What follows belongs to an exercise in optimizing a design on an open flow for small area and a short achievable clock period; a production flow would make more cautious choices.
Only the layout flow was run in this run; the RTL was not checked for function there.
The clock port is modelled as an ideal driver, which makes a skipped or thinned clock tree look cheaper than it is; a real chip needs a root buffer or a tree.
No activity file was given, so power comes from the tool's default toggle rates.

`design/flow/flow/run.sh`:
```
#!/bin/bash
# Own layout flow: the standard ORFS flow (standard synthesis unchanged),
# with
#  - the port buffers made as buf_1 cells instead of the default delay buffers;
#  - clock tree synthesis without dummy loads, in clusters of up to 30 sinks;
#  - after CTS, the branch level of the clock tree removed (collapse_clock.tcl),
#    so every register sees the root buffer and one leaf buffer; the CTS
#    step's timing repair then runs on the collapsed tree.
# make's output goes to make_finish.log; each step's own log is under orfs/logs.
set -euo pipefail
cd "$(dirname "$0")/.."
here=$(pwd)
bash standard.sh \
  "BUFFER_PORTS_ARGS=-buffer_cell sky130_fd_sc_hd__buf_1" \
  "CTS_ARGS=-sink_clustering_enable -repair_clock_nets -dont_use_dummy_load -sink_clustering_size 30 -sink_clustering_max_diameter 150" \
  "POST_CTS_TCL=$here/flow/collapse_clock.tcl" \
  "SKIP_CTS_REPAIR_TIMING=1" \
  finish > make_finish.log 2>&1
```
`design/flow/flow/collapse_clock.tcl`:
```
# POST_CTS hook (with SKIP_CTS_REPAIR_TIMING=1): collapse the clock tree to two buffer levels. Every clock
# buffer that the root buffer drives and that drives only other clock
# buffers is removed, and its loads are moved onto the root buffer's net.
# All registers keep the same number of buffers (two) between them and the
# clock port, so the tree stays balanced; only the insertion delay drops.
proc my_collapse_clock_tree {} {
  set block [ord::get_db_block]
  set removed 0
  set port [$block findBTerm clk]
  set clknet [$port getNet]
  foreach rit [$clknet getITerms] {
    set root [$rit getInst]
    set rootout ""
    foreach it [$root getITerms] { if {[$it isOutputSignal]} { set rootout [$it getNet] } }
    if {$rootout eq ""} { continue }
    foreach it [$rootout getITerms] {
      set mid [$it getInst]
      if {$mid eq $root} { continue }
      if {![string match "*clkbuf*" [[$mid getMaster] getName]]} { continue }
      set midout ""
      foreach mit [$mid getITerms] { if {[$mit isOutputSignal]} { set midout $mit } }
      if {$midout eq ""} { continue }
      set onet [$midout getNet]
      set all_bufs 1
      foreach lit [$onet getITerms] {
        if {$lit eq $midout} { continue }
        if {![string match "*clkbuf*" [[[$lit getInst] getMaster] getName]]} { set all_bufs 0 }
      }
      if {!$all_bufs} { continue }
      foreach lit [$onet getITerms] {
        if {$lit eq $midout} { continue }
        $lit disconnect
        $lit connect $rootout
      }
      $midout disconnect
      $it disconnect
      odb::dbInst_destroy $mid
      odb::dbNet_destroy $onet
      incr removed
    }
  }
  puts "my_collapse_clock_tree: removed $removed clock buffers"
}
my_collapse_clock_tree
estimate_parasitics -placement
report_clock_latency -clock [all_clocks]

# The CTS step's own timing repair is skipped (SKIP_CTS_REPAIR_TIMING=1) so
# that it runs here, on the collapsed tree, as cts.tcl would run it.
repair_timing_helper
set result [catch { detailed_placement } msg]
if { $result != 0 } {
  error "Detailed placement failed after the clock tree collapse: $msg"
}
check_placement -verbose
```
`design/flow/standard.sh`:
```
#!/bin/bash
# synth_recipe.tcl (not shown) runs the flow's synth.tcl, then flattens the netlist and writes it again
# the make line also repeats each setting of config.mk as NAME=value (left out here)
make -C /OpenROAD-flow-scripts/flow DESIGN_CONFIG=/design/flow/config.mk WORK_HOME=/design/flow/orfs CLKGATE_MAP_FILE= SYNTH_SCRIPT=/design/flow/synth_recipe.tcl "${@:-finish}"
```
`design/flow/config.mk`:
```
export PLATFORM = sky130hd
export DESIGN_NAME = sync_fifo
export DESIGN_NICKNAME = sync_fifo
export VERILOG_FILES = /design/flow/design.v
export SDC_FILE = /design/flow/constraint.sdc
export NUM_CORES = 4
export LEC_CHECK = 0
export CAP_MARGIN = 20
export CORE_MARGIN = 2
export CORE_UTILIZATION = 40
export SETUP_SLACK_MARGIN = 1.33
export SLEW_MARGIN = 20
export SYNTH_HIERARCHICAL = 1
```
`design/flow/constraint.sdc`:
```
create_clock -name core_clock -period 3.0 [get_ports {clk}]
set_input_delay 0.6000 -clock core_clock [delete_from_list [all_inputs] [get_ports {clk}]]
set_output_delay 0.6000 -clock core_clock [all_outputs]
set_load 0.01 [all_outputs]
```
`design/flow/design.v`:
```
`timescale 1ns/1ps
module sync_fifo #(
    parameter WIDTH = 32,
    parameter DEPTH = 8
)(
    input wire clk,
    input wire rst,
    input wire wr_en,
    input wire rd_en,
    input wire [WIDTH-1:0] din,
    output reg [WIDTH-1:0] dout,
    output reg full,
    output wire empty
);
    reg [WIDTH-1:0] mem [0:7];
    reg [3:0] wj, rj;             
    reg full_i, nempty_i, nempty_o;
    assign empty = ~nempty_o;
    wire wr_acc = wr_en & ~full_i;
    wire rd_acc = rd_en & nempty_i;
    wire [3:0] wj_inc = {wj[2:0], ~wj[3]};
    wire [3:0] rj_inc = {rj[2:0], ~rj[3]};
    wire n7 = (wj_inc == rj);
    wire n1 = (rj_inc == wj);
    wire [7:0] wdec, rdec;
    sync_fifo_jdec u_wdec (.j(wj), .y(wdec));
    sync_fifo_jdec u_rdec (.j(rj), .y(rdec));
    wire [7:0] wen = wdec & {8{~full_i}};
    wire [8:0] sel = {~rd_acc, rdec & {8{rd_acc}}};
    wire [WIDTH-1:0] rdata;
    genvar b, w;
    generate
        for (b = 0; b < WIDTH; b = b + 1) begin : g_rd
            sync_fifo_rdbit u_rd (
                .sel(sel),
                .d({dout[b], mem[7][b], mem[6][b], mem[5][b], mem[4][b],
                    mem[3][b], mem[2][b], mem[1][b], mem[0][b]}),
                .y(rdata[b])
            );
        end
        for (w = 0; w < 8; w = w + 1) begin : g_wr
            always @(posedge clk) begin
                if (wen[w])
                    mem[w] <= din;
            end
        end
    endgenerate
    always @(posedge clk or posedge rst) begin
        if (rst) begin
            wj       <= 4'd0;
            rj       <= 4'd0;
            full_i   <= 1'b0;
            nempty_i <= 1'b0;
            full     <= 1'b0;
            nempty_o <= 1'b0;
            dout     <= {WIDTH{1'b0}};
        end else begin
            dout <= rdata;
            if (wr_acc) wj <= wj_inc;
            if (rd_acc) rj <= rj_inc;
            full_i   <= (full_i & ~rd_acc) | (wr_acc & ~rd_acc & n7);
            nempty_i <= (nempty_i | wr_acc) & ~(rd_acc & ~wr_acc & n1);
            full     <= ~rd_acc & (full_i | (wr_acc & n7));
            nempty_o <= wr_acc | (nempty_i & ~(rd_acc & n1));
        end
    end
endmodule
module sync_fifo_jdec (
    input wire [3:0] j,
    output wire [7:0] y
);
    assign y[0] = ~j[3] & ~j[0];
    assign y[1] =  j[0] & ~j[1];
    assign y[2] =  j[1] & ~j[2];
    assign y[3] =  j[2] & ~j[3];
    assign y[4] =  j[3] &  j[0];
    assign y[5] = ~j[0] &  j[1];
    assign y[6] = ~j[1] &  j[2];
    assign y[7] = ~j[2] &  j[3];
endmodule
module sync_fifo_rdbit (
    input wire [8:0] sel,
    input wire [8:0] d,
    output wire y
);
    wire [2:0] n;
    sync_fifo_aoi222 u_a (.s(sel[2:0]), .d(d[2:0]), .y(n[0]));
    sync_fifo_aoi222 u_b (.s(sel[5:3]), .d(d[5:3]), .y(n[1]));
    sync_fifo_aoi222 u_c (.s(sel[8:6]), .d(d[8:6]), .y(n[2]));
    sync_fifo_nand3 u_n (.a(n), .y(y));
endmodule
module sync_fifo_aoi222 (
    input wire [2:0] s,
    input wire [2:0] d,
    output wire y
);
    assign y = ~|(s & d);
endmodule
module sync_fifo_nand3 (
    input wire [2:0] a,
    output wire y
);
    assign y = ~&a;
endmodule
```
==> run notes <==
Once detail routing completed, the nets flagged for antenna violations numbered 0. In this run the critical register-to-register path is launched from wj[1]. After layout, the minimum clock period comes to 1.78 ns. The worst setup path is launched from a flip-flop. Counting distinct cell types in the post-synthesis netlist gives 25. The average vias per placed instance was 6.13; the global-route usage over all layers was 19.4%. The net total in the final layout is 670, and the fraction of post-synthesis cell area in the top cell type by area is 73.9%. The run gives 0 as the count of maximum capacitance violations. Row generation in the floorplan step produced 59 rows.

The area taken by multi-input logic gates is 0.00175 sq mm, and the number of hold violations in the final report is 0. The tools report the total die area as 0.0273 sq mm. For the global routing usage on met3, the log shows 4.92%. For the routing usage on met1, the log shows 26.3%. Cell with the largest stage delay on the worst path: and2b_1. The antenna diode count is 0.

The largest incremental delay on the critical path works out to 0.61 ns. The number of placed instances, taps included, is 913. Of the cells placed in the final design, the portion with a size suffix greater than 1 is 18.0%.

The logs give 0.706 for the weighted congestion reported at the end of routability-driven placement and 3.06 ns for the required time at the endpoint of the critical path. In this run the vertical extent of the chip is 165 um. The most used flip-flop cell after synthesis is edfxtp_1.

Pin placement for this block handled 70 I/O pins. The width of the die was 165 um; the layout filler cell count was 2153. The tools report the nature of the critical path endpoint as a flip-flop. The count of input and output buffers is 69.

The kind of cell with the highest combined delay along the critical path is simple AND/OR/NAND/NOR gates. The clock arrives with 0.0122 ns of skew. Leaving out fill and tap cells, the most frequent cell in the layout is edfxtp_1.

In the layout the commonest cells are edfxtp_1, a222oi_1, buf_1. The setup check on the worst reg-to-reg path leaves a slack of 1.22 ns. The run finished with no timing, DRC or antenna violations.

The cell area that synthesis handed to floorplanning was 0.0104 sq mm. Dividing the detail-routed wire length by the instance count gives 29.0 um. Dividing the final minimum period by the clock period gives 59.3%. The routing usage on met2 is 31.0%. The wire length of the first global-routing pass was 37100 um. In the final layout, flip-flops and latches occupy 0.00880 sq mm.

The number of buffers and inverters on the critical path is 0. Count of flip-flops with a built-in enable after synthesis: 256. Type of the worst setup path: reg2reg. STA puts the critical path data arrival time at 1.84 ns. The worst-case IR drop observed on VDD is 0.000656 V. At the pin with the least slew margin, the transition time is 0.739 ns.

The tools report the sequential element share of the synthesized area as 84.5%. The routed layout has 5927 vias. Setup violations remaining at the end of the flow were counted as 0. After the flow finishes, the layout carries non-filler instances totaling 967. The path class of the tightest hold or removal check is in2async. After synthesis, the cell types taking the most area are edfxtp_1, dfrtp_1, a222oi_1. The tools report the cell count after synthesis as 492. The largest total area in the synthesized netlist belongs to edfxtp_1.

After detailed placement, the total cell area comes to 0.0112 sq mm. The leftover overflow at the end of global routing was 0; the accumulated negative setup slack was 0 ns. The relative max-transition margin is 50.7%. Derived from the worst setup path, the maximum achievable clock frequency is 0.562 GHz. Setup repair after global routing could not meet its margin everywhere. The tools report the via count of the first global-routing pass as 5723. The layer flagged by global routing as most heavily used is met2. After detailed routing, the total wire length is 28100 um.

Hold timing on the final database bottoms out at a slack of 0.344 ns. The critical path goes through nor2b_1 -> and2b_1. The number of pins with negative max-slew slack in the final report was 0.

Measured in cells, the most critical reg-to-reg path has a length of 2. The number of clock sinks is 300. The per-instance average area after synthesis was 21.1 sq um.

The initial core utilization was 40.4%. The Yosys step of the flow raised 8 warnings. After synthesis the netlist holds a flip-flop and latch count of 300.

Power spread over the standard cell area amounts to 1070 mW/mm^2. Along the worst path, the maximum fanout reaches 10. Compared with the post-synthesis result, the final layout area differs by 16.7%. Cells fill 47.1% of the core in the end. The post-synthesis net count is 528. In this run the static leakage power is 4.00 nW. The detailed router finished its first iteration with 1067 violations.

The largest net degree at the start of global routing is 45, and the area of the core is 0.0258 sq mm. The clock latency reported for the late side of the worst-skew pair is 0.42 ns, and the number of antenna violations at the first check in global routing is 1. With fillers left out, the area of the finished cells amounts to 0.0121 sq mm.

The number of iterations in the first detailed-routing pass was 7; the post-DP HPWL was 12900 um. The share of flip-flops with an asynchronous set or reset is 14.7%. After clock tree synthesis, the clock-pin slew on the worst setup and hold paths is 0.11 ns. The endpoint of the worst register-to-register path is mem[5][5]. After detailed routing, the number of remaining DRC violations is 0.
==> per-module statistics from Yosys, one instance, submodules excluded, excerpt <==
| module | flip-flops and latches | cell area [sq um] |
|---|---|---|
| sync_fifo | 300 | 9180 |
| sync_fifo_jdec | 0 | 52.6 |
| sync_fifo_aoi222 | 0 | 10.0 |
| sync_fifo_nand3 | 0 | 5.00 |
==> state kept, by name (all words and copies together) (netlist names) <==
signal,flops
nempty_i,1
wj,4
dout,32
mem,256
nempty_o,1
rj,4
full,1
full_i,1
==> synthesized netlist by cell type (all sizes together) (4+ instances only) <==
| library cell | n |
|---|---|
| and3 | 8 |
| edfxtp | 256 |
| mux2 | 6 |
| dfrtp | 44 |
| nand3 | 33 |
| xnor2 | 4 |
| nor2b | 9 |
| and2b | 12 |
| nand2 | 4 |
| a222oi | 96 |
| xor2 | 4 |
==> metrics by stage <==
stage	setup slack, ns	total power, mW
floorplan	1.33	8.79
global placement	0.900	10.3
detailed placement	0.810	10.4
global route	1.19	13.6
finish	1.22	13.0
==> layout make-up <==
| class | count | area share [%] |
|---|---|---|
| tap | 335 | 3.45 |
| multi-input combinational | 198 | 14.4 |
| inverter | 2 | 0.0618 |
| timing repair buffer | 121 | 7.32 |
| clock buffer | 11 | 2.27 |
| sequential | 300 | 72.5 |
==> metal layers <==
metal / routed length, um / up-vias / part of all wire, %
li1: - / 2492 / -
met1: 11100 / 3053 / 40
met2: 13300 / 359 / 47
met3: 3330 / 21 / 12
met4: 308 / 2 / 1.1
met5: 16 / - / 0.057
==> how the worst max path moves through the flow <==
stage               startpoint   endpoint  slack (ns)  cells past startpoint
floorplan                rd_en    dout[0]        1.33                      4
global route             wj[1]  mem[5][5]        1.19                      2
global placement         rd_en   dout[11]        0.90                      5
detailed placement       rd_en   dout[16]        0.81                      5
finish                   wj[1]  mem[5][5]        1.22                      2
==> worst reg2reg max path, delay by kind of cell, from the launching register on <==
kind             cells  cell delay, ns
DFF                  1            0.52
and+or+nand+nor      2            0.90
==> kinds of logic (layout without fill, tap and decap cells) <==
logic type	after synthesis	after routing	synth area share, %
simple gates	72	82	4.21
flops	300	300	84.5
xor+xnor	8	8	0.673
compound gates	102	102	9.67
mux	6	6	0.758
buf+inv	4	134	0.216
==> where the power goes <==
| group | internal [mW] | switching [mW] |
|---|---|---|
| Clock | 0.666 | 1.12 |
| Sequential | 6.37 | 0.605 |
| Combinational | 1.60 | 2.63 |

-- what the ideal ports hide --
How much do the figures lean on ideal ports? The routed layout below was timed once more, with nothing changed but the port constraints. Step 1, drivers: a clkbuf_16 drives clk and a buf_2 each remaining input, both assumed. Step 2, shift: input delay + t, output delay - t, t = (earliest + latest rising clock arrival at the registers) / 2. This alone moves slack from input paths to output paths. Slacks: ideal ports / drivers / drivers and shift; pairs: ideal ports / drivers.
t (ns): 0.463
setup WS [ns]: 1.221 / 1.221 / 0.958
worst register clock-pin slew, ns: 0.11 / 0.11
After both steps this run still meets setup and hold. The setup slack of this run moves by 0.000 ns with the drivers and by -0.263 ns with both steps.
